What follows belongs to an exercise in optimizing a design on an open flow for small area, a short achievable clock period and few clock cycles; a production flow would make more cautious choices. The RTL was checked by simulation tests, not by an equivalence proof against the original design. No activity file was given, so power comes from the tool's default toggle rates.

// accelerator
module accelerator(
input clk,
input reset_n,
output SDRAM_readn,
output SDRAM_writen,
output SDRAM_chipselect,
input SDRAM_waitrequest,
output [31:0] SDRAM_address,
output [1:0] SDRAM_byteenable,
input SDRAM_readdatavalid,
input [15:0] SDRAM_readdata,
output [15:0] SDRAM_writedata,
input start,
output done
);
For scale: roughly 2300 cells after synthesis, ~75 I/O pins.
Settings: LEC_CHECK=0, ABC_AREA=1, ABC_CLOCK_PERIOD_IN_PS=2500, CAP_MARGIN=5, CORE_MARGIN=2, CORE_UTILIZATION=60, CTS_BUF_LIST=sky130_fd_sc_hd__clkbuf_8, CTS_CLUSTER_DIAMETER=60, CTS_CLUSTER_SIZE=16, PLACE_DENSITY=0.75, SETUP_SLACK_MARGIN=4.8, SLEW_MARGIN=5; clock period 7.5 ns.
run.sh (not shown) runs the stock make flow with config.mk's settings and CLKGATE_MAP_FILE= SYNTH_SCRIPT=/design/flow/synth_recipe.tcl, a recipe that flattens the netlist after the stock synthesis.
The starting point finished clean.
Testbench counts at the start, summed over its fixed seeds: cycles 376,972.
==> next run, changes <==
--- a/flow/config.mk
+++ b/flow/config.mk
@@ -11,3 +11,3 @@
 export CORE_MARGIN = 2
-export CORE_UTILIZATION = 60
+export CORE_UTILIZATION = 55
 export CTS_BUF_LIST = sky130_fd_sc_hd__clkbuf_8
@@ -15,4 +15,4 @@
 export CTS_CLUSTER_SIZE = 16
-export PLACE_DENSITY = 0.75
-export SETUP_SLACK_MARGIN = 4.8
+export PLACE_DENSITY = 0.7
+export SETUP_SLACK_MARGIN = 4.7
 export SLEW_MARGIN = 5
Result:
- power drops slightly
- final area is lower slightly
- clock-buffer cell count decreases by 1
- register-to-register slack gets better by 80 ps

Setup of harbor:
The RTL this note starts from:
==> flow/design.v <==
module nn_ctr(
	input clk,
	input init,
	input step,
	output reg lay,         
	output reg bf,          
	output reg df,          
	output reg [1:0] r,     
	output reg [1:0] j,     
	output reg [5:0] k,     
	output reg [6:0] n,     
	output reg nl,          
	output reg fin,         
	output lay_last,        
	output all_last         
);
	wire wph = !bf && !df;
	wire k_last = lay ? (k == 6'd49) : (k == 6'd48);
	wire n_last = lay ? (n == 7'd99) : (n == 7'd49);
	assign lay_last = nl && n_last && !lay;
	assign all_last = nl && n_last && lay;
	always @(posedge clk) begin
		if (init) begin
			lay <= 1'b0; bf <= 1'b1; df <= 1'b0; r <= 2'd0; j <= 2'd0;
			k <= 6'd0; n <= 7'd0; nl <= 1'b0; fin <= 1'b0;
		end else if (step) begin
			r <= r + 2'd1;
			nl <= wph && (r == 2'd2) && (lay || j == 2'd3) && k_last;
			if (r == 2'd3) begin
				if (bf || df) begin
					bf <= 1'b0;
					df <= !df;
				end else if (lay || j == 2'd3) begin
					j <= 2'd0;
					if (k_last) begin
						k <= 6'd0;
						bf <= 1'b1;
						n <= n + 7'd1;
						if (n_last) begin
							if (!lay) lay <= 1'b1;
							else fin <= 1'b1;
						end
					end else begin
						k <= k + 6'd1;
						df <= 1'b1;
					end
				end else
					j <= j + 2'd1;
			end
		end
	end
endmodule
module accelerator(
input clk,
input reset_n,
output SDRAM_readn,
output SDRAM_writen,
output SDRAM_chipselect,
input SDRAM_waitrequest,
output [31:0] SDRAM_address,
output [1:0] SDRAM_byteenable,
input SDRAM_readdatavalid,
input [15:0] SDRAM_readdata,
output [15:0] SDRAM_writedata,
input start,
output done
);
assign SDRAM_chipselect = 1'b1;
assign SDRAM_byteenable = 2'b11;
localparam [16:0] B1_W = 17'd20000;
localparam [16:0] W1_W = 17'd20400;
localparam [16:0] Z1_W = 17'd71600;
localparam [16:0] Z2_W = 17'd91600;
localparam S_IDLE = 3'd0;
localparam S_RUN  = 3'd1;
localparam S_BAR  = 3'd2;
localparam S_END  = 3'd3;
localparam S_DONE = 3'd4;
reg [2:0] st;
reg done_r;
reg o_rd, o_wr;
reg [16:0] o_addr;
reg [3:0] o_wd;
assign SDRAM_readn = ~o_rd;
assign SDRAM_writen = ~o_wr;
assign SDRAM_address = {14'd0, o_addr, 1'b0};
assign SDRAM_writedata = {3'd0, o_wd[3], 3'd0, o_wd[2], 3'd0, o_wd[1], 3'd0, o_wd[0]};
assign done = done_r;
wire idle = (st == S_IDLE);
wire adv = !(o_rd || o_wr) || !SDRAM_waitrequest;
reg rv_q;
reg [15:0] rd_q;
always @(posedge clk) begin
	rv_q <= SDRAM_readdatavalid;
	rd_q <= SDRAM_readdata;
end
reg wpend;             
wire issue_wr = adv && wpend;
wire issue_rd = adv && !wpend && (st == S_RUN);
wire s_lay, s_bf, s_df, s_nl, s_fin;
wire [1:0] s_r, s_j;
wire [5:0] s_k;
wire [6:0] s_n;
wire s_lay_last, s_all_last;
nn_ctr u_sctr(.clk(clk), .init(idle), .step(issue_rd),
	.lay(s_lay), .bf(s_bf), .df(s_df), .r(s_r), .j(s_j), .k(s_k), .n(s_n), .nl(s_nl), .fin(s_fin),
	.lay_last(s_lay_last), .all_last(s_all_last));
wire p_lay, p_bf, p_df, p_nl, p_fin;
wire [1:0] p_r, p_j;
wire [5:0] p_k;
wire [6:0] p_n;
wire p_lay_last, p_all_last;
nn_ctr u_pctr(.clk(clk), .init(idle), .step(rv_q),
	.lay(p_lay), .bf(p_bf), .df(p_df), .r(p_r), .j(p_j), .k(p_k), .n(p_n), .nl(p_nl), .fin(p_fin),
	.lay_last(p_lay_last), .all_last(p_all_last));
reg [3:0] wi;          
reg w_lay;
reg [3:0] res [0:3];   
reg [16:0] a_base;
reg [8:0] a_off;
always @(*) begin
	if (wpend) begin
		if (!w_lay) begin
			a_base = Z1_W - 17'd1 + 17'd50 * wi[1:0];
			a_off = {2'd0, p_n};
		end else begin
			a_base = Z2_W - 17'd204 + 17'd200 * wi[3:2];
			a_off = {p_n, wi[1:0]};
		end
	end else if (s_bf) begin
		a_base = B1_W;
		a_off = {s_n, s_r};
	end else if (!s_lay) begin
		a_base = 17'd49 * s_r;
		a_off = {3'd0, s_k};
	end else begin
		a_base = Z1_W + 17'd50 * s_r;
		a_off = {3'd0, s_k};
	end
end
wire [16:0] a_sum = a_base + a_off;
wire s_isw = !s_bf && !s_df;
reg [16:0] s_w;        
reg [16:0] s_wstep;
always @(*) begin
	if (s_nl)
		s_wstep = 17'd1;
	else if (s_r != 2'd3)
		s_wstep = s_lay ? 17'd50 : 17'd196;
	else
		s_wstep = s_lay ? (17'd1 - 17'd150) : (17'd1 - 17'd588);
end
always @(posedge clk) begin
	if (idle)
		s_w <= W1_W;
	else if (issue_rd && s_isw)
		s_w <= s_w + s_wstep;
end
reg [15:0] img [0:3];
reg signed [14:0] acc0 [0:3];
reg signed [14:0] acc1 [0:3];
reg signed [14:0] acc2 [0:3];
reg signed [14:0] acc3 [0:3];
wire signed [14:0] bclamp = (rd_q[15:13] == 3'b000 || rd_q[15:13] == 3'b111) ? rd_q[14:0] :
                            (rd_q[15] ? 15'h6000 : 15'h1fff);
wire [3:0] zor = {|rd_q[15:12], |rd_q[11:8], |rd_q[7:4], |rd_q[3:0]};
function signed [5:0] wsum;
	input [15:0] w;
	input [3:0] m;
	reg signed [5:0] t0, t1, t2, t3;
	begin
		t0 = m[0] ? {{2{w[3]}},  w[3:0]}   : 6'sd0;
		t1 = m[1] ? {{2{w[7]}},  w[7:4]}   : 6'sd0;
		t2 = m[2] ? {{2{w[11]}}, w[11:8]}  : 6'sd0;
		t3 = m[3] ? {{2{w[15]}}, w[15:12]} : 6'sd0;
		wsum = (t0 + t1) + (t2 + t3);
	end
endfunction
reg q_v, q_b;
reg signed [14:0] q_bias;
reg signed [5:0] q_d [0:3];
reg e0, e1;     
integer i;
always @(posedge clk) begin
	q_v <= rv_q && !p_df;
	q_b <= p_bf;
	q_bias <= bclamp;
	for (i = 0; i < 4; i = i + 1)
		q_d[i] <= wsum(rd_q, img[i][3:0]);
	for (i = 0; i < 4; i = i + 1)
		if (rv_q && p_df && p_r == i)
			img[i] <= {rd_q[15:4], p_lay ? zor : rd_q[3:0]};
		else if (rv_q && !p_df && !p_bf && p_r == 2'd3)
			img[i] <= {rd_q[15:12], img[i][15:4]};
	if (q_v)
		for (i = 0; i < 4; i = i + 1) begin
			acc0[i] <= acc1[i];
			acc1[i] <= acc2[i];
			acc2[i] <= acc3[i];
			acc3[i] <= q_b ? q_bias : acc0[i] + q_d[i];
		end
	if (e1)
		for (i = 0; i < 4; i = i + 1)
			res[i] <= {~acc3[i][14], ~acc2[i][14], ~acc1[i][14], ~acc0[i][14]};
end
wire drained = !e0 && !e1 && !wpend && !o_wr;
wire w_last = w_lay ? (wi == 4'd15) : (wi[1:0] == 2'd3);
always @(posedge clk) begin
	if (!reset_n) begin
		st <= S_IDLE;
		done_r <= 1'b0;
		o_rd <= 1'b0;
		o_wr <= 1'b0;
		wpend <= 1'b0;
		e0 <= 1'b0;
		e1 <= 1'b0;
	end else begin
		e0 <= rv_q && p_nl && !idle;
		e1 <= e0;
		case (st)
		S_IDLE: if (start) st <= S_RUN;
		S_RUN:  if (issue_rd && s_lay_last) st <= S_BAR;
		        else if (issue_rd && s_all_last) st <= S_END;
		S_BAR:  if (p_lay && drained) st <= S_RUN;
		S_END:  if (p_fin && drained) begin st <= S_DONE; done_r <= 1'b1; end
		S_DONE: if (!start) begin st <= S_IDLE; done_r <= 1'b0; end
		default: st <= S_IDLE;
		endcase
		if (adv) begin
			o_wr <= wpend;
			o_rd <= !wpend && (st == S_RUN);
		end
		if (e1)
			wpend <= 1'b1;
		else if (issue_wr && w_last)
			wpend <= 1'b0;
	end
end
always @(posedge clk) begin
	if (adv) begin
		o_addr <= (!wpend && s_isw) ? s_w : a_sum;
		o_wd <= w_lay ? {3'd0, res[wi[3:2]][wi[1:0]]} : res[wi[1:0]];
	end
	if (idle) begin
		wi <= 4'd0;
		w_lay <= 1'b0;
	end else if (issue_wr) begin
		if (w_last) begin
			wi <= 4'd0;
			w_lay <= p_lay;
		end else
			wi <= wi + 4'd1;
	end
end
endmodule
export LEC_CHECK = 0
export ABC_CLOCK_PERIOD_IN_PS = 2500
export CAP_MARGIN = 20
export CORE_MARGIN = 2
export CORE_UTILIZATION = 40
export CTS_BUF_LIST = sky130_fd_sc_hd__clkbuf_16 sky130_fd_sc_hd__clkbuf_8
export CTS_CLUSTER_DIAMETER = 80
export CTS_CLUSTER_SIZE = 24
export PLACE_DENSITY = 0.6
export SETUP_SLACK_MARGIN = 4.8
export SLEW_MARGIN = 20
create_clock -name core_clock -period 7.5 [get_ports {clk}]
No stage failed in harbor, and the final checks on the layout all came back clean.
Testbench counts of harbor, summed over its fixed seeds: cycles 376,314.
What sierra does differently from harbor at the input level:
# harbor
export LEC_CHECK = 0
export ABC_CLOCK_PERIOD_IN_PS = 2500
export CAP_MARGIN = 20
export CORE_MARGIN = 2
export CORE_UTILIZATION = 40
export CTS_BUF_LIST = sky130_fd_sc_hd__clkbuf_16 sky130_fd_sc_hd__clkbuf_8
export CTS_CLUSTER_DIAMETER = 80
export CTS_CLUSTER_SIZE = 24
export PLACE_DENSITY = 0.6
export SETUP_SLACK_MARGIN = 4.8
export SLEW_MARGIN = 20
create_clock -name core_clock -period 7.5 [get_ports {clk}]
# sierra
export LEC_CHECK = 0
export ABC_AREA = 1
export ABC_CLOCK_PERIOD_IN_PS = 2500
export CAP_MARGIN = 5
export CORE_MARGIN = 2
export CORE_UTILIZATION = 60
export CTS_BUF_LIST = sky130_fd_sc_hd__clkbuf_8
export CTS_CLUSTER_DIAMETER = 60
export CTS_CLUSTER_SIZE = 16
export PLACE_DENSITY = 0.75
export SETUP_SLACK_MARGIN = 4.8
export SLEW_MARGIN = 5
create_clock -name core_clock -period 7.5 [get_ports {clk}]
[summary]
harbor and sierra ended up with roughly the same clock network power.
sierra finished every stage and its layout cleared the timing, DRC and antenna checks.
Between sierra and harbor, the synthesis-to-finish area growth is higher for harbor.
In sierra the ratio of final minimum period to clock period turned out 1.7 points lower than in harbor.
sierra: arrival time of data at the critical path endpoint is 2.14 ns lower than what harbor reported.
Delta (sierra minus harbor): mux cell area share after synthesis -2.4 points; switching component of the power +5.8%; total power +1.4%.
What harbor reported for number of buffers inserted to repair setup after CTS has to be multiplied by 0.39 to get the figure for sierra.
[sierra vs harbor] die area: lower in sierra
diff inputs: sierra => ember
# sierra
export LEC_CHECK = 0
export ABC_AREA = 1
export ABC_CLOCK_PERIOD_IN_PS = 2500
export CAP_MARGIN = 5
export CORE_MARGIN = 2
export CORE_UTILIZATION = 60
export CTS_BUF_LIST = sky130_fd_sc_hd__clkbuf_8
export CTS_CLUSTER_DIAMETER = 60
export CTS_CLUSTER_SIZE = 16
export PLACE_DENSITY = 0.75
export SETUP_SLACK_MARGIN = 4.8
export SLEW_MARGIN = 5
create_clock -name core_clock -period 7.5 [get_ports {clk}]
# ember
export LEC_CHECK = 0
export ABC_AREA = 1
export ABC_CLOCK_PERIOD_IN_PS = 2500
export CAP_MARGIN = 20
export CORE_MARGIN = 2
export CORE_UTILIZATION = 75
export CTS_BUF_LIST = sky130_fd_sc_hd__clkbuf_8
export CTS_CLUSTER_DIAMETER = 60
export CTS_CLUSTER_SIZE = 16
export PLACE_DENSITY = 0.88
export SETUP_SLACK_MARGIN = 4.8
export SLEW_MARGIN = 20
create_clock -name core_clock -period 7.5 [get_ports {clk}]
Results
| number of iterations in the first detailed-routing pass | lower: sierra |
Between sierra and ember, total internal power decreased.
Compared with sierra, ember shows a higher final period demand of the worst path.
Non-clock buffer contribution to total cell area of sierra is on par with ember.
Comparing sierra and ember, the lower multi-input combinational cell area is on sierra.
ember vs. sierra: fraction of area in clock buffers and inverters flat, average wire length per cell after detail routing up 19%.
ember: done, clean on timing, DRC and antenna
The flow did not stop early for sierra: all stages ran, and the layout cleared the timing, DRC and antenna checks.
Going from sierra to ember, setup slack shrinks by 0.18 ns.
The following lists how garnet was set up differently from ember:
# ember
export LEC_CHECK = 0
export ABC_AREA = 1
export ABC_CLOCK_PERIOD_IN_PS = 2500
export CAP_MARGIN = 20
export CORE_MARGIN = 2
export CORE_UTILIZATION = 75
export CTS_BUF_LIST = sky130_fd_sc_hd__clkbuf_8
export CTS_CLUSTER_DIAMETER = 60
export CTS_CLUSTER_SIZE = 16
export PLACE_DENSITY = 0.88
export SETUP_SLACK_MARGIN = 4.8
export SLEW_MARGIN = 20
create_clock -name core_clock -period 7.5 [get_ports {clk}]
# garnet
export LEC_CHECK = 0
export ABC_CLOCK_PERIOD_IN_PS = 2500
export CAP_MARGIN = 20
export CORE_MARGIN = 2
export CORE_UTILIZATION = 40
export PLACE_DENSITY = 0.6
export SETUP_SLACK_MARGIN = 5.0
export SLEW_MARGIN = 20
create_clock -name core_clock -period 7.5 [get_ports {clk}]
Findings:
Between garnet and ember, it is garnet whose critical path depth is higher, by 3.
ember has a higher global-route usage than garnet.
STATUS worst setup slack: garnet wins against ember
Delta (garnet minus ember): vias after detailed routing went down; top fanout value on the critical path picked up an extra 2; total power of the final layout saw an increase; final routed wirelength across all metal layers decreased by about 15% relative to the old numbers.
Edits applied to the flow inputs when going from garnet to pepper:
# garnet
export LEC_CHECK = 0
export ABC_CLOCK_PERIOD_IN_PS = 2500
export CAP_MARGIN = 20
export CORE_MARGIN = 2
export CORE_UTILIZATION = 40
export PLACE_DENSITY = 0.6
export SETUP_SLACK_MARGIN = 5.0
export SLEW_MARGIN = 20
create_clock -name core_clock -period 7.5 [get_ports {clk}]
# pepper
export LEC_CHECK = 0
export ABC_AREA = 1
export CAP_MARGIN = 5
export CORE_MARGIN = 2
export CORE_UTILIZATION = 60
export CTS_BUF_LIST = sky130_fd_sc_hd__clkbuf_8
export CTS_CLUSTER_DIAMETER = 60
export CTS_CLUSTER_SIZE = 16
export PLACE_DENSITY = 0.75
export SETUP_SLACK_MARGIN = 4.9
export SLEW_MARGIN = 5
create_clock -name core_clock -period 7.5 [get_ports {clk}]
Relative to garnet, multi-input gate share of the layout cell area has increased by 0.49 points in pepper. In pepper the total wire length after detailed routing turned out 4.2% higher than in garnet. Row power per standard cell area: pepper lower / garnet higher. Comparing pepper and garnet, the lower shortest clock period the worst path allows after layout was measured on pepper. Non-clock inverter instance count of the final layout, pepper and garnet, lower one = garnet. Compared with garnet, in pepper worst setup slack grew by 0.16 ns; register share of the cell area saw an increase.

[separate check: timing with driven ports]
No port has a modelled driver above. Below, the same layouts with a new extraction and two added sets of constraints. Step 1: set_driving_cell puts a clkbuf_16 on clk and a buf_2 on each other input, an assumption about the parent block. Step 2 also shifts input and output timing later by t, the mid clock arrival at the registers, as if the neighbouring blocks saw the same clock. Slacks: ideal ports / drivers / drivers and shift; pairs: ideal ports / drivers.
| run | t, ns | setup WS [ns] | worst data-port slew with drivers (ns) | pins driven straight from the clock port |
|---|---|---|---|---|
| the first run of note 1 | 0.661 | 4.697 / 4.697 / 4.544 | 0.04 | 1 |
| the second run of note 1 | 0.675 | 4.748 / 4.690 / 4.137 | 0.04 | 1 |
| harbor | 0.636 | 4.644 / 4.644 / 4.292 | 0.03 | 1 |
| sierra | 0.675 | 4.774 / 4.726 / 4.238 | 0.03 | 1 |
| ember | 0.627 | 4.595 / 4.595 / 4.311 | 0.04 | 1 |
| garnet | 0.654 | 4.613 / 4.613 / 4.505 | 0.03 | 1 |
| pepper | 0.674 | 4.773 / 4.736 / 4.406 | 0.03 | 1 |
After both steps every run listed still meets setup and hold. For the second run of note 1, which loses most, drivers alone change the setup slack by -0.058 ns; drivers and shift together by -0.611 ns.
